This is an optimization exercise on Yosys and OpenROAD, whose aim is small area, a short achievable clock period and few clock cycles per item, not a production implementation. In this exercise RTL edits were held to simulation tests only and were not proved equivalent to the original.

==> flow/design.v, too long to show whole: its modules and the start of the top module <==
// module Bicubic: 289 lines
// module bicubic_kst1: 1992 lines
// module bicubic_kst2: 2034 lines
module Bicubic(
           input CLK,
           input RST,
           input enable,
           input [7:0] input_data,
           output reg [13:0] iaddr,
           output reg ird,
           output reg we,
           output reg [13:0] waddr,
           output reg [7:0] output_data,
           input [6:0] V0,
           input [6:0] H0,
           input [4:0] SW,
           input [4:0] SH,
           input [5:0] TW,
           input [5:0] TH,
           output reg DONE
       );
  // ...
==> flow/flow/run.sh <==
#!/bin/bash
# Layout flow: the standard flow (standard.sh) with two changes.
#  1. After the standard synthesis, flow/polar.py removes inverters between
#     full-adder cells: a full adder is self-dual, so feeding some adders the
#     complements of their inputs (and taking complemented outputs) makes most of
#     the inverters that synthesis left between adders unnecessary (two-input
#     gates that drive inverters may also be swapped for their complement, e.g.
#     and2 for nand2). Registers and
#     all other cells are untouched; the netlist stays logically equivalent.
#  2. Ports are buffered with sky130_fd_sc_hd__buf_2 (buffer_ports -buffer_cell)
#     instead of the default cell; every port still gets its buffer.
# Each tool's output goes to a log file in this folder.
set -euo pipefail
R="$PWD/orfs/results/${FLOW_PLATFORM}/Bicubic/base"
bash standard.sh "$R/1_2_yosys.v" > synth.log 2>&1
cp "$R/1_2_yosys.v" "$R/1_2_yosys.std.v"
python3 flow/polar.py "$R/1_2_yosys.std.v" "$R/1_2_yosys.v" > polar.log 2>&1
export BUFFER_PORTS_ARGS="-buffer_cell sky130_fd_sc_hd__buf_2"
bash standard.sh > layout.log 2>&1
==> flow/flow/polar.py <==
#!/usr/bin/env python3
"""Remove inverters around full-adder cells of a Yosys gate netlist.

A full adder is self-dual: fa(~a, ~b, ~c) = (~cout, ~sum). So any fa cell may be
"flipped": fed the complements of its inputs, it drives the complements of its
outputs. This script picks a flip for each fa cell (greedy local search) so that
fewer inverters are needed, then rewrites the netlist: every inverter tree hanging
off a net driven by a non-inverter cell is replaced by at most one inverter.
Registers, ports and all other cells are kept as they are; the netlist stays
logically equivalent.

usage: polar.py IN.v OUT.v
"""
import re
import sys
import random
from collections import defaultdict

src = open(sys.argv[1]).read()
m = re.search(r"\bmodule\s+(\w+)\s*\((.*?)\);", src, re.S)
body_start = m.end()
body_end = src.rindex("endmodule")
head = src[:body_start]
body = src[body_start:body_end]

# ports
ports = set()
for kind, rest in re.findall(r"^\s*(input|output|inout)\s+(?:\[[^\]]*\]\s*)?([^;]+);", body, re.M):
    for n in rest.split(","):
        ports.add(n.strip())

# items: split the body into statements, keep order
inst_re = re.compile(r"^\s*(sky130_fd_sc_hd__\w+)\s+(\S+)\s*\((.*?)\);\s*$", re.S | re.M)
items = []
pos = 0
for mm in inst_re.finditer(body):
    if mm.start() > pos:
        items.append(("text", body[pos:mm.start()]))
    typ, name, conns = mm.group(1), mm.group(2), mm.group(3)
    pins = []
    for p, n in re.findall(r"\.(\w+)\(([^()]*)\)", conns):
        pins.append([p, n.strip()])
    items.append(("inst", typ, name, pins))
    pos = mm.end()
items.append(("text", body[pos:]))

OUT = {"X", "Y", "Q", "Q_N", "SUM", "COUT", "HI", "LO"}
insts = {}
for it in items:
    if it[0] == "inst":
        insts[it[2]] = it

def is_fa(n):
    return insts[n][1].startswith("sky130_fd_sc_hd__fa_")

def is_inv(n):
    return insts[n][1].startswith("sky130_fd_sc_hd__inv_")

# two-input gates that have a complemented twin with the same inputs: (twin, output pin, twin's output pin, area change)
TWIN = {
    "sky130_fd_sc_hd__and2_1": ("sky130_fd_sc_hd__nand2_1", "X", "Y", 3.7536 - 6.256),
    "sky130_fd_sc_hd__nand2_1": ("sky130_fd_sc_hd__and2_1", "Y", "X", 6.256 - 3.7536),
    "sky130_fd_sc_hd__or2_1": ("sky130_fd_sc_hd__nor2_1", "X", "Y", 3.7536 - 6.256),
    "sky130_fd_sc_hd__nor2_1": ("sky130_fd_sc_hd__or2_1", "Y", "X", 6.256 - 3.7536),
    "sky130_fd_sc_hd__xor2_1": ("sky130_fd_sc_hd__xnor2_1", "X", "Y", 0.0),
    "sky130_fd_sc_hd__xnor2_1": ("sky130_fd_sc_hd__xor2_1", "Y", "X", 0.0),
}
INV_AREA = 3.7536

def is_twin(n):
    return insts[n][1] in TWIN

drv = {}
loads = defaultdict(list)      # net -> [(inst, pin index)]
for name, it in insts.items():
    for k, (p, n) in enumerate(it[3]):
        if p in OUT:
            drv[n] = name
        else:
            loads[n].append((name, k))

# nets mentioned in plain text (assign statements) count as external loads
text_nets = set()
for it in items:
    if it[0] == "text":
        for line in it[1].splitlines():
            if line.strip().startswith("assign"):
                for tok in re.findall(r"(\\\S+|[A-Za-z_][\w$]*(?:\[\d+\])?)", line):
                    text_nets.add(tok.strip())

def external(n):
    base = n.split("[")[0].strip()
    return n in ports or base in ports or n in text_nets or base.lstrip("\\") in text_nets

# source nets: driven by a non-inverter cell. Tree of loads through inverters.
trees = {}                     # src net -> (driver, [(inst, pin idx, parity)], [inverters])
member_of = {}                 # net in a tree -> its source net
inv_owned = set()
for n, d in drv.items():
    if is_inv(d):
        continue
    acc = []
    invs = []
    members = [n]
    ok = not external(n)
    stack = [(n, 0)]
    while stack:
        net, par = stack.pop()
        members.append(net)
        for (c, k) in loads[net]:
            if is_inv(c):
                y = insts[c][3][1][1] if insts[c][3][1][0] == "Y" else insts[c][3][0][1]
                invs.append(c)
                if external(y):
                    ok = False
                stack.append((y, par ^ 1))
            else:
                acc.append((c, k, par))
    if not invs and not any(is_fa(c) for c, _, _ in acc) and not is_fa(d):
        continue
    trees[n] = (d, acc, invs, ok)
    inv_owned.update(invs)
    for x in members:
        member_of[x] = n

fas = [n for n in insts if is_fa(n)]
P = {f: 0 for f in fas}
twins = []
for n, (d, acc, invs, ok) in trees.items():
    if ok and is_twin(d) and sum(1 for p, _ in insts[d][3] if p in OUT) == 1:
        twins.append(d)
        P[d] = 0
fas_and_twins = fas + twins
fixed = set()
for n, (d, acc, invs, ok) in trees.items():
    if not ok:
        if d in P:
            fixed.add(d)
        for c, _, _ in acc:
            if c in P:
                fixed.add(c)
# fa inputs driven by nets that are not trees (ports, inverters of non-tree nets...)
for f in fas:
    for p, n in insts[f][3]:
        if p in OUT:
            continue
        if n not in member_of or not trees[member_of[n]][3]:
            fixed.add(f)

def esc(n):
    return n + " " if n.startswith("\\") else n


def lpol(c):
    return P[c] if c in P and is_fa(c) else 0


def pol(c):
    return P.get(c, 0)

def cost(n):
    d, acc, invs, ok = trees[n]
    pd = pol(d)
    c = INV_AREA if any((lpol(c) ^ par) != pd for c, _, par in acc) else 0.0
    if d in P and is_twin(d) and P[d]:
        c += TWIN[insts[d][1]][3]
    return c

byfa = defaultdict(set)
for n, (d, acc, invs, ok) in trees.items():
    if d in P:
        byfa[d].add(n)
    for c, _, _ in acc:
        if c in P and is_fa(c):
            byfa[c].add(n)

before = sum(1 for n in insts if is_inv(n))
# compound moves: an adder together with the twin gates that feed only it
feeders = defaultdict(list)
for n, (d, acc, invs, ok) in trees.items():
    if d in twins and len(set(c for c, _, _ in acc)) == 1 and is_fa(acc[0][0]):
        feeders[acc[0][0]].append(d)

def move_cost(vs):
    ns = set()
    for v in vs:
        ns |= byfa[v]
    return sum(cost(n) for n in ns)

random.seed(1)
total = sum(cost(n) for n in trees)
start_total = None
def model():
    return sum(cost(n) for n in trees)
for phase, it in [(0, i) for i in range(30)] + [(1, i) for i in range(30)] + [(2, i) for i in range(30)]:
    if it == 0:
        print("phase", phase, "start", round(model()))
        done = False
    if done:
        continue
    changed = 0
    order = list(fas_and_twins) if phase != 1 else list(fas)
    random.shuffle(order)
    for f in order:
        if f in fixed:
            continue
        moves = [[f]] if phase != 1 else ([[f] + feeders[f]] if feeders.get(f) else [])
        for vs in moves:
            b = move_cost(vs)
            for v in vs:
                P[v] ^= 1
            a = move_cost(vs)
            if a < b - 1e-9:
                changed += 1
            else:
                for v in vs:
                    P[v] ^= 1
    if not changed:
        done = True

# rewrite
removed = set()
new_insts = []
new_wires = []
cnt = 0
for n, (d, acc, invs, ok) in trees.items():
    if not ok:
        continue
    pd = pol(d)
    need = any((lpol(c) ^ par) != pd for c, _, par in acc)
    if not invs and not need:
        continue
    removed.update(invs)
    if need:
        cnt += 1
        w = "_polar_n%d_" % cnt
        new_wires.append(w)
        new_insts.append("  sky130_fd_sc_hd__inv_1 _polar_i%d_ (\n    .A(%s),\n    .Y(%s)\n  );\n" % (cnt, esc(n), w))
    for c, k, par in acc:
        want = lpol(c) ^ par
        insts[c][3][k][1] = n if want == pd else w

for d in twins:
    if P[d]:
        typ = insts[d][1]
        twin, op, np_, _ = TWIN[typ]
        pins = insts[d][3]
        for pp in pins:
            if pp[0] == op:
                pp[0] = np_
        idx = items.index(insts[d])
        items[idx] = ("inst", twin, d, pins)
        insts[d] = items[idx]
after = before - len(removed) + cnt
out = [head]
for it in items:
    if it[0] == "text":
        out.append(it[1])
    else:
        typ, name, pins = it[1], it[2], it[3]
        if name in removed:
            continue
        out.append("  %s %s (\n%s\n  );" % (typ, name, ",\n".join("    .%s(%s)" % (p, esc(n)) for p, n in pins)))
# declare new wires after the header declarations, add new cells before endmodule
txt = "".join(out)
decl = "".join("  wire %s;\n" % w for w in new_wires)
# put declarations right after the module header
hdr_end = len(head)
txt = txt[:hdr_end] + "\n" + decl + txt[hdr_end:]
txt += "".join(new_insts) + "endmodule\n"
open(sys.argv[2], "w").write(txt)
print("area model %.0f -> %.0f" % (sum(INV_AREA for n in insts if is_inv(n)), sum(cost(n) for n in trees) + sum(INV_AREA for n in insts if is_inv(n) and n not in inv_owned)))
print("fa cells %d (fixed %d, flipped %d); gates swapped for their twin %d of %d; inverters %d -> %d" % (
    len(fas), len(fixed), sum(P[f] for f in fas), sum(P[d] for d in twins), len(twins), before, after))
==> flow/standard.sh <==
#!/bin/bash
# synth_recipe.tcl (not shown) runs the flow's synth.tcl, then flattens the netlist and writes it again
# the make line also repeats each setting of config.mk as NAME=value (left out here)
make -C /OpenROAD-flow-scripts/flow DESIGN_CONFIG=/design/flow/config.mk WORK_HOME=/design/flow/orfs CLKGATE_MAP_FILE= SYNTH_SCRIPT=/design/flow/synth_recipe.tcl "${@:-finish}"
==> flow/config.mk <==
export PLATFORM = sky130hd
export DESIGN_NAME = Bicubic
export DESIGN_NICKNAME = Bicubic
export VERILOG_FILES = /design/flow/design.v
export SDC_FILE = /design/flow/constraint.sdc
export NUM_CORES = 4
export LEC_CHECK = 0
export ABC_AREA = 1
export CAP_MARGIN = 20
export CORE_MARGIN = 2
export CORE_UTILIZATION = 40
export SLEW_MARGIN = 20
==> flow/constraint.sdc <==
create_clock -name core_clock -period 110.0 [get_ports {CLK}]
set_input_delay 22.0000 -clock core_clock [delete_from_list [all_inputs] [get_ports {CLK}]]
set_output_delay 22.0000 -clock core_clock [all_outputs]
set_load 0.01 [all_outputs]
==> qor.txt, run 1 <==
=======================================================================
CTS Root Cell                                                 clkbuf_16
Bufs and invs on worst path                                           1
Maximum root-to-sink buffer count                                     3
Clock buffer count from CTS                                          57
Worst setup path class                                       reg -> out
Antenna diode count                                                   0
Footprint of the flip-flops and latches                      12490 um^2
Placement row count                                                 142
Post CTS Setup Buffer Count                                           0
Number of placed instances with taps included                      8443
Routed vias/inst                                                  5.218
Multi-input combinational area share                             68.04%
Syn Inst Count                                                     6564
Largest registers ranked by flip-flop count                QA x56, QB x56, S2r x41
Transition time at the pin with the least slew margin           1202 ps
Met2 Usage GRT                                                   36.78%
Delay of the slowest cell on the worst path                      460 ps
Met3 Use GR                                                      2.814%
IO Pins                                                              86
Outcome                                no timing/DRC/antenna violations
Leftover overflow at the end of global routing                        0
WHS Path Cells                                                        0
Global-route wire length before repair                         264.0 mm
Final critical delay including setup and external delays       23330 ps
Maximum fanout along the worst path                                   5
Cells traversed along the worst timing path                       buf_2
Starting DRT DRC Count                                             3194
Critical path destination                                      iaddr[7]
Number of buffers inserted by port buffering                         85
Post-layout net count                                              8009
Arrival time reported for the critical path endpoint            1330 ps
Wire length on met1                                            69.35 mm
Summed negative setup slack over all endpoints                     0 ps
Gpl congestion                                                   0.8618
Final number of max-transition violations                             0
Register-to-register setup slack                               91690 ps
Proportion of cell area occupied by registers                    19.19%
Average routed wire per standard cell                          18.95 um
Initial standard-cell utilization of the core                    40.38%
=======================================================================
Testbench counts, summed over its fixed seeds: cycles 88,702, pixels 56,749.
==> run 2, diff against run 1 <==
--- a/flow/flow/run.sh
+++ b/flow/flow/run.sh
@@ -16,4 +16,5 @@
 cp "$R/1_2_yosys.v" "$R/1_2_yosys.std.v"
 python3 flow/polar.py "$R/1_2_yosys.std.v" "$R/1_2_yosys.v" > polar.log 2>&1
 export BUFFER_PORTS_ARGS="-buffer_cell sky130_fd_sc_hd__buf_2"
+export CTS_ARGS="-sink_clustering_enable -repair_clock_nets -dont_use_dummy_load"
 bash standard.sh > layout.log 2>&1
--- a/flow/config.mk
+++ b/flow/config.mk
@@ -5,7 +5,6 @@
 export SDC_FILE = /design/flow/constraint.sdc
 export NUM_CORES = 4
 export LEC_CHECK = 0
-export ABC_AREA = 1
 export CAP_MARGIN = 20
 export CORE_MARGIN = 2
 export CORE_UTILIZATION = 40
==> qor.txt, run 2 <==
=====================================================================================
Final routed wirelength across all metal layers                              154.4 mm   was 162.1 mm
Gpl congestion                                                                 0.8363   was 0.8618
Share of post-route cells with drive strength above 1                          7.428%   was 5.265%
Hpwl dp                                                                      110.2 mm   was 116.5 mm
Vertical die dimension                                                       392.3 um   was 393.5 um
Vias in the first global route                                                  44430   was 48080
Delay of the slowest cell on the worst path                                    450 ps   was 460 ps
Clock latency of the later-clocked register in the worst-skew pair             660 ps   was 690 ps
Post-synthesis instance area                                               60320 um^2   was 60690 um^2
Die span in x                                                                392.3 um   was 393.5 um
Clock tree skew after final layout                                           75.86 ps   was 70.85 ps
Worst slew margin                                                              28.67%   was 19.82%
Summed area of non-filler cells in the final layout                        64310 um^2   was 65060 um^2
Via count                                                                       40590   was 44620
Family with the most delay on the worst path                               flip-flops   unchanged
Critical path destination                                                    iaddr[4]   was iaddr[7]
Relative area change from synthesis to final layout                            6.611%   was 7.197%
Initial DRT Pass Iterations                                                         5   was 6
Syn Nets                                                                         7194   was 8087
Worst Hold Slack                                                             338.6 ps   was 309.0 ps
CTS Root Cell                                                               clkbuf_16   unchanged
Worst setup path class                                                     reg -> out   unchanged
Pin count of the biggest net entering global routing                               54   was 72
Origin of the worst setup path                                               iaddr[4]   was iaddr[7]
Number of antenna violations at the first check in global routing                   2   was 0
Transition time at the pin with the least slew margin                         1070 ps   was 1202 ps
Number of levels in the clock H-tree                                                2   unchanged
WP depth                                                                            1   unchanged
Commonest cells after routing, fill and taps aside                       fa_1, and2_1, nor2_1   was nand2_1, fa_1, inv_1
TritonCTS clock tree                                                            built   unchanged
Number of cells on the worst reg-to-reg path                                       65   was 63
Bufs and invs on worst path                                                         1   unchanged
Outcome                                              no timing/DRC/antenna violations   unchanged
Number of buffers inserted by port buffering                                       85   unchanged
Endpoint of the most critical register-to-register path                       S2r[40]   was S2r[38]
Post-layout net count                                                            7139   was 8009
Final number of max-transition violations                                           0   unchanged
Register clock-pin slew on the reported worst setup and hold paths              60 ps   about the same
Kind of capture point of the worst setup path                             output port   unchanged
Max-capacitance violation count                                                     0   unchanged
Cells traversed along the worst timing path                                     buf_2   unchanged
Placement-stage cell area                                                  62870 um^2   was 63160 um^2
Kind of start point of the critical path                                     register   unchanged
Startpoint of the lowest-slack register-to-register path                      qcnt[2]   unchanged
Data required time of the worst path                                         88000 ps   about the same
Count of yosys warnings during synthesis                                            3   unchanged
Arrival time reported for the critical path endpoint                          1290 ps   was 1330 ps
Summed negative setup slack over all endpoints                                   0 ps   unchanged
Overall routing resource usage                                                 20.80%   was 21.36%
Starting DRT DRC Count                                                           2581   was 3194
Maximum root-to-sink buffer count                                                   3   unchanged
Min-Delay Path Class                                                       reg -> reg   unchanged
Syn Inst Count                                                                   5671   was 6564
Routed vias/inst                                                                5.318   was 5.218
DRC violation count after routing                                                   0   unchanged
Final critical delay including setup and external delays                     23290 ps   was 23330 ps
Post-CTS resize count                                                               0   unchanged
Post CTS Setup Buffer Count                                                         0   unchanged
Crit share post-route                                                          21.17%   was 21.21%
Leftover overflow at the end of global routing                                      0   unchanged
Clock buffer count from CTS                                                        57   unchanged
Maximum fanout along the worst path                                                 5   unchanged
Hold buffers post-CTS                                                               0   unchanged
Die Footprint                                                             153900 um^2   was 154900 um^2
Global-route wire length before repair                                       251.6 mm   was 264.0 mm
Area of the core                                                          149800 um^2   was 150300 um^2
IO Pins                                                                            86   unchanged
RSZ-0062 raised after global routing                                               no   unchanged
Setup violation total in the final timing report                                    0   unchanged
Register-to-register setup slack                                             90730 ps   was 91690 ps
Placement row count                                                               142   unchanged
Slowest stage cell, crit path                                                edfxtp_1   unchanged
Number of clock sinks                                                             503   unchanged
Detail Route Antenna Nets                                                           0   unchanged
Most frequent standard cell in the layout excluding fill and tap cells           fa_1   was nand2_1
Upper clock frequency limit                                                 42.94 MHz   was 42.86 MHz
Average routed wire per standard cell                                        20.23 um   was 18.95 um
Hold violation total from the final report                                          0   unchanged
Avg Cell Area, Syn                                                         10.64 um^2   was 9.246 um^2
Initial standard-cell utilization of the core                                  40.27%   was 40.38%
Largest registers ranked by flip-flop count                              QA x56, QB x56, S2r x41   unchanged
=====================================================================================
-- run 2: final cells by class --
cell class                 instances  area [um^2]
fill                           14160        85470
clock buffer                      57         1426
tap                             2016         2522
inverter                         440         1652
sequential                       503        12490
timing repair buffer             164         1015
multi-input combinational       4450        45190
antenna                            3        7.507
-- run 2: through the flow --
stage	std cells	setup slack [ps]	util (%)
final	7633	86710	42.94
after floorplan	5671	87540	-
after global routing	7630	86660	42.93
after detailed placement	7572	87390	41.98
after CTS	7629	86670	42.93
after global placement	7572	87400	41.97
-- run 2: routing by layer --
| layer | GRT usage (%) | up-vias | part of all wire (%) |
|---|---|---|---|
| met5 | 0 | - | 0.0084 |
| met4 | 4.783 | 2 | 2.1 |
| met3 | 2.512 | 216 | 5.3 |
| met2 | 34.62 | 1111 | 48 |
| met1 | 28.98 | 21010 | 45 |
| li1 | - | 18250 | - |
-- run 2: worst min path at each step --
stage / start / to / slack [ps] / cells past startpoint
after floorplan: P4[0] / P3[0] / 330 / 0
after global placement: ird / v1 / 350 / 0
after detailed placement: pmh / hsp / 360 / 0
after CTS: P2[1] / P1[1] / 340 / 0
after global routing: P2[1] / P1[1] / 350 / 0
final: P2[1] / P1[1] / 340 / 0
==> run 3, diff against run 2 <==
--- a/flow/flow/run.sh
+++ b/flow/flow/run.sh
@@ -16,5 +16,5 @@
 cp "$R/1_2_yosys.v" "$R/1_2_yosys.std.v"
 python3 flow/polar.py "$R/1_2_yosys.std.v" "$R/1_2_yosys.v" > polar.log 2>&1
 export BUFFER_PORTS_ARGS="-buffer_cell sky130_fd_sc_hd__buf_2"
-export CTS_ARGS="-sink_clustering_enable -repair_clock_nets -dont_use_dummy_load"
+export CTS_ARGS="-sink_clustering_enable -repair_clock_nets -dont_use_dummy_load -sink_clustering_size 30 -sink_clustering_max_diameter 60"
 bash standard.sh > layout.log 2>&1
==> qor.txt, run 3 <==
=====================================================================================
Starting DRT DRC Count                                                           2477   was 2581
Maximum fanout along the worst path                                                 5   unchanged
Post-layout net count                                                            7134   was 7139
Placement row count                                                               142   unchanged
Hpwl dp                                                                      110.2 mm   unchanged
Post-CTS resize count                                                               0   unchanged
Final routed wirelength across all metal layers                              154.2 mm   was 154.4 mm
Max-capacitance violation count                                                     0   unchanged
Number of buffers inserted by port buffering                                       85   unchanged
CTS Root Cell                                                               clkbuf_16   unchanged
Setup violation total in the final timing report                                    0   unchanged
Number of antenna violations at the first check in global routing                   1   was 2
Vertical die dimension                                                       392.3 um   unchanged
Vias in the first global route                                                  44370   was 44430
WHS Path Cells                                                                      0   unchanged
Hold violation total from the final report                                          0   unchanged
Largest registers ranked by flip-flop count                              QA x56, QB x56, S2r x41   unchanged
Number of levels in the clock H-tree                                                2   unchanged
Kind of start point of the critical path                                     register   unchanged
Number of clock sinks                                                             503   unchanged
RSZ-0062 raised after global routing                                               no   unchanged
Area of the core                                                          149800 um^2   unchanged
Clock tree skew after final layout                                           98.85 ps   was 75.86 ps
Relative area change from synthesis to final layout                            6.403%   was 6.611%
Routed vias/inst                                                                5.311   was 5.318
Transition time at the pin with the least slew margin                         1079 ps   was 1070 ps
Register clock-pin slew on the reported worst setup and hold paths              90 ps   was 60 ps
Worst setup path class                                                     reg -> out   unchanged
Final number of max-transition violations                                           0   unchanged
IO Pins                                                                            86   unchanged
Slowest stage cell, crit path                                                edfxtp_1   unchanged
Endpoint of the most critical register-to-register path                       S2r[40]   unchanged
Clock buffer count from CTS                                                        52   was 57
Commonest cells after routing, fill and taps aside                       fa_1, and2_1, nor2_1   unchanged
Startpoint of the lowest-slack register-to-register path                      qcnt[2]   unchanged
Initial DRT Pass Iterations                                                         6   was 5
Detail Route Antenna Nets                                                           0   unchanged
Worst Hold Slack                                                             331.7 ps   was 338.6 ps
DRC violation count after routing                                                   0   unchanged
Cells traversed along the worst timing path                                     buf_2   unchanged
Summed negative setup slack over all endpoints                                   0 ps   unchanged
Hold wc startpoint                                                              P4[5]   was P2[1]
Post CTS Setup Buffer Count                                                         0   unchanged
Endpoint, Worst Hold                                                            P3[5]   was P1[1]
Gpl congestion                                                                 0.8363   unchanged
Min-Delay Path Class                                                       reg -> reg   unchanged
Clock latency of the later-clocked register in the worst-skew pair             660 ps   about the same
Die Footprint                                                             153900 um^2   unchanged
Count of yosys warnings during synthesis                                            3   unchanged
Initial standard-cell utilization of the core                                  40.27%   unchanged
Final critical delay including setup and external delays                     23280 ps   was 23290 ps
Register-to-register setup slack                                             90720 ps   was 90730 ps
Kind of capture point of the worst setup path                             output port   unchanged
Number of cells on the worst reg-to-reg path                                       65   unchanged
Worst slew margin                                                              28.06%   was 28.67%
Pin count of the biggest net entering global routing                               54   unchanged
Die span in x                                                                392.3 um   unchanged
Global-route wire length before repair                                       251.0 mm   was 251.6 mm
Average routed wire per standard cell                                        20.21 um   was 20.23 um
Bufs and invs on worst path                                                         1   unchanged
Syn Inst Count                                                                   5671   unchanged
Avg Cell Area, Syn                                                         10.64 um^2   unchanged
Final standard cell count with taps included and fillers excluded                7628   was 7633
Arrival time reported for the critical path endpoint                          1280 ps   was 1290 ps
Hold buffers post-CTS                                                               0   unchanged
TritonCTS clock tree                                                            built   unchanged
Upper clock frequency limit                                                 42.96 MHz   was 42.94 MHz
Number of placed instances with taps included                                    7572   unchanged
Post-synthesis instance area                                               60320 um^2   unchanged
Crit share post-route                                                          21.16%   was 21.17%
Share of post-route cells with drive strength above 1                          7.345%   was 7.428%
Data required time of the worst path                                         88000 ps   about the same
Outcome                                              no timing/DRC/antenna violations   unchanged
Delay of the slowest cell on the worst path                                    450 ps   about the same
Syn Nets                                                                         7194   unchanged
Leftover overflow at the end of global routing                                      0   unchanged
Maximum root-to-sink buffer count                                                   3   unchanged
Via count                                                                       40510   was 40590
Most frequent standard cell in the layout excluding fill and tap cells           fa_1   unchanged
Family with the most delay on the worst path                               flip-flops   unchanged
Overall routing resource usage                                                 20.74%   was 20.80%
=====================================================================================
-- run 3: how the worst max path moves through the flow --
stage	slack, ps	to	cells after the start	startpoint
after floorplan	87540	iaddr[4]	0	iaddr[4]
after global placement	87400	iaddr[3]	1	iaddr[3]
after detailed placement	87390	iaddr[4]	1	iaddr[4]
after CTS	86690	iaddr[4]	1	iaddr[4]
after global routing	86670	iaddr[4]	1	iaddr[4]
final	86720	iaddr[4]	1	iaddr[4]
-- run 3: metrics by stage --
step | util [%] | setup WS (ps) | cell area (um^2)
after floorplan | - | 87540 | 60320
after global placement | 41.97 | 87400 | 62860
after detailed placement | 41.98 | 87390 | 62870
after CTS | 42.84 | 86690 | 64170
after global routing | 42.85 | 86670 | 64170
final | 42.85 | 86720 | 64180
-- run 3: layout make-up --
cell class                 instances  area (um^2)
fill                           14190        85590
multi-input combinational       4450        45190
sequential                       503        12490
tap                             2016         2522
inverter                         440         1652
clock buffer                      52         1301
timing repair buffer             164         1015
antenna                            3        7.507
-- run 3: routing by layer --
metal  vias to the layer above  part of all wire (%)  GRT usage (%)
met3                       192                   5.1          2.440
met1                     21050                    45          28.88
met5                         -                     0              0
li1                      18230                     -              -
met4                         0                   2.1          4.741
met2                      1044                    48          34.59
==> run 4, diff against run 3 <==
--- a/flow/flow/run.sh
+++ b/flow/flow/run.sh
@@ -9,6 +9,9 @@
 #     all other cells are untouched; the netlist stays logically equivalent.
 #  2. Ports are buffered with sky130_fd_sc_hd__buf_2 (buffer_ports -buffer_cell)
 #     instead of the default cell; every port still gets its buffer.
+#  3. Clock tree synthesis without dummy loads and with sink clusters of up to
+#     30 flip-flops within 60 um (fewer, fuller leaf buffers); the clock still
+#     reaches every register through buffers.
 # Each tool's output goes to a log file in this folder.
 set -euo pipefail
 R="$PWD/orfs/results/${FLOW_PLATFORM}/Bicubic/base"
==> qor.txt, run 4 <==
=====================================================================================
Share of post-route cells with drive strength above 1                          7.345%   unchanged
Cells traversed along the worst timing path                                     buf_2   unchanged
Number of antenna violations at the first check in global routing                   1   unchanged
Final standard cell count with taps included and fillers excluded                7628   unchanged
Startpoint of the lowest-slack register-to-register path                      qcnt[2]   unchanged
Count of yosys warnings during synthesis                                            3   unchanged
Register clock-pin slew on the reported worst setup and hold paths              90 ps   about the same
Post-layout net count                                                            7134   unchanged
Number of placed instances with taps included                                    7572   unchanged
Relative area change from synthesis to final layout                            6.403%   unchanged
Kind of capture point of the worst setup path                             output port   unchanged
Avg Cell Area, Syn                                                         10.64 um^2   unchanged
Global-route wire length before repair                                       251.0 mm   unchanged
Maximum root-to-sink buffer count                                                   3   unchanged
Initial DRT Pass Iterations                                                         6   unchanged
Largest registers ranked by flip-flop count                              QA x56, QB x56, S2r x41   unchanged
Number of cells on the worst reg-to-reg path                                       65   unchanged
Setup violation total in the final timing report                                    0   unchanged
Via count                                                                       40510   unchanged
WHS Path Cells                                                                      0   unchanged
Commonest cells after routing, fill and taps aside                       fa_1, and2_1, nor2_1   unchanged
Bufs and invs on worst path                                                         1   unchanged
Upper clock frequency limit                                                 42.96 MHz   unchanged
Post-CTS resize count                                                               0   unchanged
Hpwl dp                                                                      110.2 mm   unchanged
Post-synthesis instance area                                               60320 um^2   unchanged
Post CTS Setup Buffer Count                                                         0   unchanged
Max-capacitance violation count                                                     0   unchanged
Clock buffer count from CTS                                                        52   unchanged
Min-Delay Path Class                                                       reg -> reg   unchanged
Placement row count                                                               142   unchanged
Endpoint of the most critical register-to-register path                       S2r[40]   unchanged
Most frequent standard cell in the layout excluding fill and tap cells           fa_1   unchanged
Number of clock sinks                                                             503   unchanged
Worst slew margin                                                              28.06%   unchanged
Register-to-register setup slack                                             90720 ps   about the same
Area of the core                                                          149800 um^2   unchanged
Transition time at the pin with the least slew margin                         1079 ps   unchanged
Overall routing resource usage                                                 20.74%   unchanged
Gpl congestion                                                                 0.8363   unchanged
Hold buffers post-CTS                                                               0   unchanged
DRC violation count after routing                                                   0   unchanged
Family with the most delay on the worst path                               flip-flops   unchanged
Detail Route Antenna Nets                                                           0   unchanged
TritonCTS clock tree                                                            built   unchanged
Maximum fanout along the worst path                                                 5   unchanged
Routed vias/inst                                                                5.311   unchanged
Crit share post-route                                                          21.16%   unchanged
Hold wc startpoint                                                              P4[5]   unchanged
IO Pins                                                                            86   unchanged
Average routed wire per standard cell                                        20.21 um   unchanged
Crit path setup slack, layout                                                86720 ps   unchanged
Syn Nets                                                                         7194   unchanged
Endpoint, Worst Hold                                                            P3[5]   unchanged
Die span in x                                                                392.3 um   unchanged
Number of buffers inserted by port buffering                                       85   unchanged
Worst setup path class                                                     reg -> out   unchanged
Final critical delay including setup and external delays                     23280 ps   unchanged
Vias in the first global route                                                  44370   unchanged
Vertical die dimension                                                       392.3 um   unchanged
Summed negative setup slack over all endpoints                                   0 ps   unchanged
Pin count of the biggest net entering global routing                               54   unchanged
Number of levels in the clock H-tree                                                2   unchanged
RSZ-0062 raised after global routing                                               no   unchanged
Final routed wirelength across all metal layers                              154.2 mm   unchanged
Kind of start point of the critical path                                     register   unchanged
Syn Inst Count                                                                   5671   unchanged
Slowest stage cell, crit path                                                edfxtp_1   unchanged
Delay of the slowest cell on the worst path                                    450 ps   about the same
Outcome                                              no timing/DRC/antenna violations   unchanged
Hold violation total from the final report                                          0   unchanged
Clock latency of the later-clocked register in the worst-skew pair             660 ps   about the same
CTS Root Cell                                                               clkbuf_16   unchanged
Die Footprint                                                             153900 um^2   unchanged
Final number of max-transition violations                                           0   unchanged
Starting DRT DRC Count                                                           2477   unchanged
Placement-stage worst setup slack                                            87390 ps   unchanged
Initial standard-cell utilization of the core                                  40.27%   unchanged
Clock tree skew after final layout                                           98.85 ps   unchanged
Arrival time reported for the critical path endpoint                          1280 ps   about the same
Data required time of the worst path                                         88000 ps   about the same
Leftover overflow at the end of global routing                                      0   unchanged
=====================================================================================
==> run 4: how the worst max path moves through the flow <==
stage / start / endpoint / slack [ps] / cells after the start
finish: iaddr[4] / iaddr[4] / 86720 / 1
global route: iaddr[4] / iaddr[4] / 86670 / 1
CTS: iaddr[4] / iaddr[4] / 86690 / 1
detailed placement: iaddr[4] / iaddr[4] / 87390 / 1
global placement: iaddr[3] / iaddr[3] / 87400 / 1
floorplan: iaddr[4] / iaddr[4] / 87540 / 0
==> run 4: layout make-up <==
class | instances | area (um^2)
antenna | 3 | 7.507
sequential | 503 | 12490
clock buffer | 52 | 1301
multi-input combinational | 4450 | 45190
fill | 14190 | 85590
tap | 2016 | 2522
timing repair buffer | 164 | 1015
inverter | 440 | 1652
==> run 4: stage by stage <==
step | hold WS [ps] | area, um^2 | utilization, %
floorplan | 330.5 | 60320 | -
global placement | 347.7 | 62860 | 41.97
detailed placement | 357.9 | 62870 | 41.98
CTS | 338.3 | 64170 | 42.84
global route | 345.1 | 64170 | 42.85
finish | 331.7 | 64180 | 42.85
==> run 4: metal layers <==
metal  global-route usage (%)  vias up  routed length (um)
met3                    2.440      192                7831
met4                    4.741        0                3258
met2                    34.59     1044               73460
met1                    28.88    21050               69650
li1                         -    18230                   -
met5                        0        -                   0
==> run 5, diff against run 4 <==
--- a/flow/flow/run.sh
+++ b/flow/flow/run.sh
@@ -19,5 +19,5 @@
 cp "$R/1_2_yosys.v" "$R/1_2_yosys.std.v"
 python3 flow/polar.py "$R/1_2_yosys.std.v" "$R/1_2_yosys.v" > polar.log 2>&1
 export BUFFER_PORTS_ARGS="-buffer_cell sky130_fd_sc_hd__buf_2"
-export CTS_ARGS="-sink_clustering_enable -repair_clock_nets -dont_use_dummy_load -sink_clustering_size 30 -sink_clustering_max_diameter 60"
+export CTS_ARGS="-sink_clustering_enable -repair_clock_nets -dont_use_dummy_load -sink_clustering_size 24 -sink_clustering_max_diameter 120"
 bash standard.sh > layout.log 2>&1
==> qor.txt, run 5 <==
=====================================================================================
Placement-stage worst setup slack                                            87390 ps   unchanged
Hold buffers post-CTS                                                               0   unchanged
Post-layout net count                                                            7108   was 7134
Family with the most delay on the worst path                               flip-flops   unchanged
Detail Route Antenna Nets                                                           0   unchanged
Global-route wire length before repair                                       249.9 mm   was 251.0 mm
Register clock-pin slew on the reported worst setup and hold paths             100 ps   was 90 ps
Layout filler cell count                                                        14240   was 14190
Min-Delay Path Class                                                       reg -> reg   unchanged
Maximum root-to-sink buffer count                                                   3   unchanged
Worst Hold Slack                                                             320.2 ps   was 331.7 ps
Hold violation total from the final report                                          0   unchanged
Max-capacitance violation count                                                     0   unchanged
Initial standard-cell utilization of the core                                  40.27%   unchanged
Endpoint, Worst Hold                                                            P3[6]   was P3[5]
Crit share post-route                                                          21.19%   was 21.16%
Post-synthesis instance area                                               60320 um^2   unchanged
Summed negative setup slack over all endpoints                                   0 ps   unchanged
CTS Root Cell                                                               clkbuf_16   unchanged
Syn Nets                                                                         7194   unchanged
Worst slew margin                                                              28.81%   was 28.06%
Cells traversed along the worst timing path                                     buf_2   unchanged
Number of clock sinks                                                             503   unchanged
Placement row count                                                               142   unchanged
Average routed wire per standard cell                                        20.17 um   was 20.21 um
Clock latency of the later-clocked register in the worst-skew pair             660 ps   about the same
Final critical delay including setup and external delays                     23310 ps   was 23280 ps
Post CTS Setup Buffer Count                                                         0   unchanged
Leftover overflow at the end of global routing                                      0   unchanged
TritonCTS clock tree                                                            built   unchanged
Share of post-route cells with drive strength above 1                          6.914%   was 7.345%
Endpoint of the most critical register-to-register path                       S2r[40]   unchanged
Die Footprint                                                             153900 um^2   unchanged
Summed area of non-filler cells in the final layout                        63530 um^2   was 64180 um^2
Count of yosys warnings during synthesis                                            3   unchanged
Die span in x                                                                392.3 um   unchanged
Upper clock frequency limit                                                 42.90 MHz   was 42.96 MHz
Gpl congestion                                                                 0.8363   unchanged
Routed vias/inst                                                                5.311   about the same
Transition time at the pin with the least slew margin                         1068 ps   was 1079 ps
Data required time of the worst path                                         88000 ps   about the same
Worst setup path class                                                     reg -> out   unchanged
Number of buffers inserted by port buffering                                       85   unchanged
Final routed wirelength across all metal layers                              153.3 mm   was 154.2 mm
Avg Cell Area, Syn                                                         10.64 um^2   unchanged
Hpwl dp                                                                      110.2 mm   unchanged
Clock buffer count from CTS                                                        26   was 52
Number of cells on the worst reg-to-reg path                                       65   unchanged
Relative area change from synthesis to final layout                            5.325%   was 6.403%
Number of levels in the clock H-tree                                                1   was 2
Maximum fanout along the worst path                                                 5   unchanged
Startpoint of the lowest-slack register-to-register path                      qcnt[2]   unchanged
RSZ-0062 raised after global routing                                               no   unchanged
Bufs and invs on worst path                                                         1   unchanged
Slowest stage cell, crit path                                                edfxtp_1   unchanged
Largest registers ranked by flip-flop count                              QA x56, QB x56, S2r x41   unchanged
Commonest cells after routing, fill and taps aside                       fa_1, and2_1, nor2_1   unchanged
Vias in the first global route                                                  44140   was 44370
Post-CTS resize count                                                               0   unchanged
IO Pins                                                                            86   unchanged
Arrival time reported for the critical path endpoint                          1310 ps   was 1280 ps
Via count                                                                       40380   was 40510
Starting DRT DRC Count                                                           2489   was 2477
Initial DRT Pass Iterations                                                         6   unchanged
DRC violation count after routing                                                   0   unchanged
Register-to-register setup slack                                             90790 ps   was 90720 ps
Most frequent standard cell in the layout excluding fill and tap cells           fa_1   unchanged
Syn Inst Count                                                                   5671   unchanged
Kind of start point of the critical path                                     register   unchanged
Hold wc startpoint                                                              P4[6]   was P4[5]
WHS Path Cells                                                                      0   unchanged
Delay of the slowest cell on the worst path                                    470 ps   was 450 ps
Vertical die dimension                                                       392.3 um   unchanged
Number of antenna violations at the first check in global routing                   1   unchanged
Clock tree skew after final layout                                           99.09 ps   was 98.85 ps
Crit path setup slack, layout                                                86690 ps   was 86720 ps
Pin count of the biggest net entering global routing                               54   unchanged
Placement-stage cell area                                                  62870 um^2   unchanged
Outcome                                              no timing/DRC/antenna violations   unchanged
Overall routing resource usage                                                 20.58%   was 20.74%
Area of the core                                                          149800 um^2   unchanged
Setup violation total in the final timing report                                    0   unchanged
Kind of capture point of the worst setup path                             output port   unchanged
Final number of max-transition violations                                           0   unchanged
=====================================================================================
## run 5: worst max-delay path by stage
stage	start	to	slack [ps]	cells after the start
after floorplan	iaddr[4]	iaddr[4]	87540	0
after global placement	iaddr[3]	iaddr[3]	87400	1
after detailed placement	iaddr[4]	iaddr[4]	87390	1
after CTS	iaddr[4]	iaddr[4]	86650	1
after global routing	iaddr[4]	iaddr[4]	86640	1
final	iaddr[4]	iaddr[4]	86690	1
## run 5: routing by layer
metal	vias up	routed length, um	global-route usage, %
li1	18170	-	-
met1	20930	69090	28.93
met2	1089	73270	34.53
met3	190	7707	2.010
met4	0	3258	4.280
met5	-	0	0
## run 5: cell type report
class,count,area [um^2],area share (%)
clock buffers,26,650.6,1.024
multi-input cells,4450,45190,71.13
repair buffers,164,1015,1.597
well taps,2016,2522,3.970
flip-flops and latches,503,12490,19.66
inverters,440,1652,2.600
diodes,3,7.507,0.01182
## run 5: through the flow
step	std cells	util [%]
after global placement	7572	41.97
after global routing	7599	42.41
final	7602	42.42
after floorplan	5671	-
after detailed placement	7572	41.98
after CTS	7598	42.41
==> run 6, diff against run 5 <==
--- a/flow/flow/run.sh
+++ b/flow/flow/run.sh
@@ -1,16 +1,16 @@
 #!/bin/bash
-# Layout flow: the standard flow (standard.sh) with two changes.
+# Layout flow: the standard flow (standard.sh) with three changes.
 #  1. After the standard synthesis, flow/polar.py removes inverters between
 #     full-adder cells: a full adder is self-dual, so feeding some adders the
 #     complements of their inputs (and taking complemented outputs) makes most of
 #     the inverters that synthesis left between adders unnecessary (two-input
 #     gates that drive inverters may also be swapped for their complement, e.g.
-#     and2 for nand2). Registers and
-#     all other cells are untouched; the netlist stays logically equivalent.
+#     and2 for nand2). Registers and all other cells are untouched; the
+#     netlist stays logically equivalent.
 #  2. Ports are buffered with sky130_fd_sc_hd__buf_2 (buffer_ports -buffer_cell)
 #     instead of the default cell; every port still gets its buffer.
 #  3. Clock tree synthesis without dummy loads and with sink clusters of up to
-#     30 flip-flops within 60 um (fewer, fuller leaf buffers); the clock still
+#     24 flip-flops within 120 um (fewer, fuller leaf buffers); the clock still
 #     reaches every register through buffers.
 # Each tool's output goes to a log file in this folder.
 set -euo pipefail
==> qor.txt, run 6 <==
=====================================================================================
Most frequent standard cell in the layout excluding fill and tap cells           fa_1   unchanged
Largest registers ranked by flip-flop count                              QA x56, QB x56, S2r x41   unchanged
Leftover overflow at the end of global routing                                      0   unchanged
Post CTS Setup Buffer Count                                                         0   unchanged
Number of levels in the clock H-tree                                                1   unchanged
Cells traversed along the worst timing path                                     buf_2   unchanged
Clock buffer count from CTS                                                        26   unchanged
Footprint of the flip-flops and latches                                    12490 um^2   unchanged
Kind of start point of the critical path                                     register   unchanged
Arrival time reported for the critical path endpoint                          1310 ps   about the same
Transition time at the pin with the least slew margin                         1068 ps   unchanged
Die Footprint                                                             153900 um^2   unchanged
Placement-stage cell area                                                  62870 um^2   unchanged
Post-layout net count                                                            7108   unchanged
Relative area change from synthesis to final layout                            5.325%   unchanged
Family with the most delay on the worst path                               flip-flops   unchanged
Commonest cells after routing, fill and taps aside                       fa_1, and2_1, nor2_1   unchanged
Register-to-register setup slack                                             90790 ps   about the same
Met3 Wirelength                                                              7.707 mm   unchanged
Post-CTS resize count                                                               0   unchanged
Initial standard-cell utilization of the core                                  40.27%   unchanged
Outcome                                              no timing/DRC/antenna violations   unchanged
Number of clock sinks                                                             503   unchanged
Setup violation total in the final timing report                                    0   unchanged
Kind of capture point of the worst setup path                             output port   unchanged
Placement-stage worst setup slack                                            87390 ps   unchanged
Upper clock frequency limit                                                 42.90 MHz   unchanged
Clock latency of the later-clocked register in the worst-skew pair             660 ps   about the same
Final critical delay including setup and external delays                     23310 ps   unchanged
Final routed wirelength across all metal layers                              153.3 mm   unchanged
Vias in the first global route                                                  44140   unchanged
Number of placed instances with taps included                                    7572   unchanged
Final standard cell count with taps included and fillers excluded                7602   unchanged
Summed area of non-filler cells in the final layout                        63530 um^2   unchanged
Bufs and invs on worst path                                                         1   unchanged
Syn Nets                                                                         7194   unchanged
Average routed wire per standard cell                                        20.17 um   unchanged
Final number of max-transition violations                                           0   unchanged
Worst setup path class                                                     reg -> out   unchanged
Data required time of the worst path                                         88000 ps   about the same
Overall routing resource usage                                                 20.58%   unchanged
Hold buffers post-CTS                                                               0   unchanged
Area of the core                                                          149800 um^2   unchanged
Hpwl dp                                                                      110.2 mm   unchanged
Number of buffers inserted by port buffering                                       85   unchanged
Wire length on met1                                                          69.09 mm   unchanged
Crit share post-route                                                          21.19%   unchanged
Via count                                                                       40380   unchanged
Worst slew margin                                                              28.81%   unchanged
Number of antenna violations at the first check in global routing                   1   unchanged
Syn Inst Count                                                                   5671   unchanged
DRC violation count after routing                                                   0   unchanged
Max-capacitance violation count                                                     0   unchanged
Share of post-route cells with drive strength above 1                          6.914%   unchanged
Maximum root-to-sink buffer count                                                   3   unchanged
Multi-input gate area                                                      45190 um^2   unchanged
IO Pins                                                                            86   unchanged
Routed wire length on met2                                                   73.27 mm   unchanged
Routed vias/inst                                                                5.311   unchanged
Register clock-pin slew on the reported worst setup and hold paths             100 ps   about the same
Gpl congestion                                                                 0.8363   unchanged
Post-synthesis instance area                                               60320 um^2   unchanged
Avg Cell Area, Syn                                                         10.64 um^2   unchanged
Max layer used                                                                   met4   unchanged
Crit path setup slack, layout                                                86690 ps   unchanged
Clock tree skew after final layout                                           99.09 ps   unchanged
TritonCTS clock tree                                                            built   unchanged
Hold violation total from the final report                                          0   unchanged
CTS Root Cell                                                               clkbuf_16   unchanged
Die span in x                                                                392.3 um   unchanged
Slowest stage cell, crit path                                                edfxtp_1   unchanged
Vertical die dimension                                                       392.3 um   unchanged
Placement row count                                                               142   unchanged
Starting DRT DRC Count                                                           2489   unchanged
Pin count of the biggest net entering global routing                               54   unchanged
Worst Hold Slack                                                             320.2 ps   unchanged
Maximum fanout along the worst path                                                 5   unchanged
Initial DRT Pass Iterations                                                         6   unchanged
Global-route wire length before repair                                       249.9 mm   unchanged
RSZ-0062 raised after global routing                                               no   unchanged
Min-Delay Path Class                                                       reg -> reg   unchanged
Delay of the slowest cell on the worst path                                    470 ps   about the same
Summed negative setup slack over all endpoints                                   0 ps   unchanged
Detail Route Antenna Nets                                                           0   unchanged
Count of yosys warnings during synthesis                                            3   unchanged
Layout filler cell count                                                        14240   unchanged
=====================================================================================
==> run 6: cell type report <==
cell class | instances | share of cell area [%]
multi-input cells | 4450 | 71.13
flip-flops and latches | 503 | 19.66
well taps | 2016 | 3.970
inverters | 440 | 2.600
repair buffers | 164 | 1.597
clock buffers | 26 | 1.024
diodes | 3 | 0.01182
==> run 6: metal layers <==
metal	vias up	GRT usage, %
met5	-	0
met4	0	4.280
met3	190	2.010
met2	1089	34.53
met1	20930	28.93
li1	18170	-
==> run 6: through the flow <==
stage	utilization [%]
2_1_floorplan	-
3_3_place_gp	41.97
3_5_place_dp	41.98
4_1_cts	42.41
5_1_grt	42.41
6_report	42.42
==> run 6: worst reg2reg max path, delay by kind of cell (launching register included) <==
kind,cells,cell delay (ps)
and+or+nand+nor,8,1560
buffers and inverters,9,1410
muxes,1,940
AOI/OAI and AO/OA,25,5250
xor gates and xnor gates,3,680
DFF,1,420
adders and majority gates,19,8870
==> run 6: final timing paths <==
check	startpoint	endpoint	cells past startpoint
worst max-delay path	iaddr[4]	iaddr[4]	1
worst min-delay path	P4[6]	P3[6]	0
worst max register to register	qcnt[2]	S2r[40]	65
worst min register to register	P4[6]	P3[6]	0
max in group asynchronous	RST	DONE	2
min in group asynchronous	RST	we	2

re-timing with driven ports:
No port has a modelled driver above. Below, the same layouts with a new extraction and two added sets of constraints.
Step 1 (the two cells are an assumption about what drives the block):
set clk [get_ports {CLK}]
set_driving_cell -lib_cell sky130_fd_sc_hd__clkbuf_16 $clk
set_driving_cell -lib_cell sky130_fd_sc_hd__buf_2 [delete_from_list [all_inputs] $clk]
Step 2 moves the port delays by t, midway between the first and last clock arrival at a register: inputs arrive t later, outputs are due t later. That takes back most of the time a late clock gives input paths.
Three values: ideal, step 1, step 2; two values: the first two.
| run | shift t [ns] | slack for setup (ns) | hold WS [ns] | clock arrival spread, ns |
|---|---|---|---|---|
| run 1 | 0.726 | 86.668 / 86.600 / 87.326 | 0.309 / 0.309 / 0.309 | 0.073 / 0.072 |
| run 2 | 0.693 | 86.713 / 86.640 / 87.333 | 0.339 / 0.339 / 0.339 | 0.076 / 0.077 |
| run 3 | 0.690 | 86.722 / 86.645 / 87.334 | 0.332 / 0.332 / 0.332 | 0.099 / 0.099 |
| run 4 | 0.690 | 86.722 / 86.645 / 87.334 | 0.332 / 0.332 / 0.332 | 0.099 / 0.099 |
| run 5 | 0.681 | 86.691 / 86.623 / 87.304 | 0.320 / 0.320 / 0.320 | 0.100 / 0.100 |
| run 6 | 0.681 | 86.691 / 86.623 / 87.304 | 0.320 / 0.320 / 0.320 | 0.100 / 0.100 |
After both steps setup and hold are still met in every run listed.
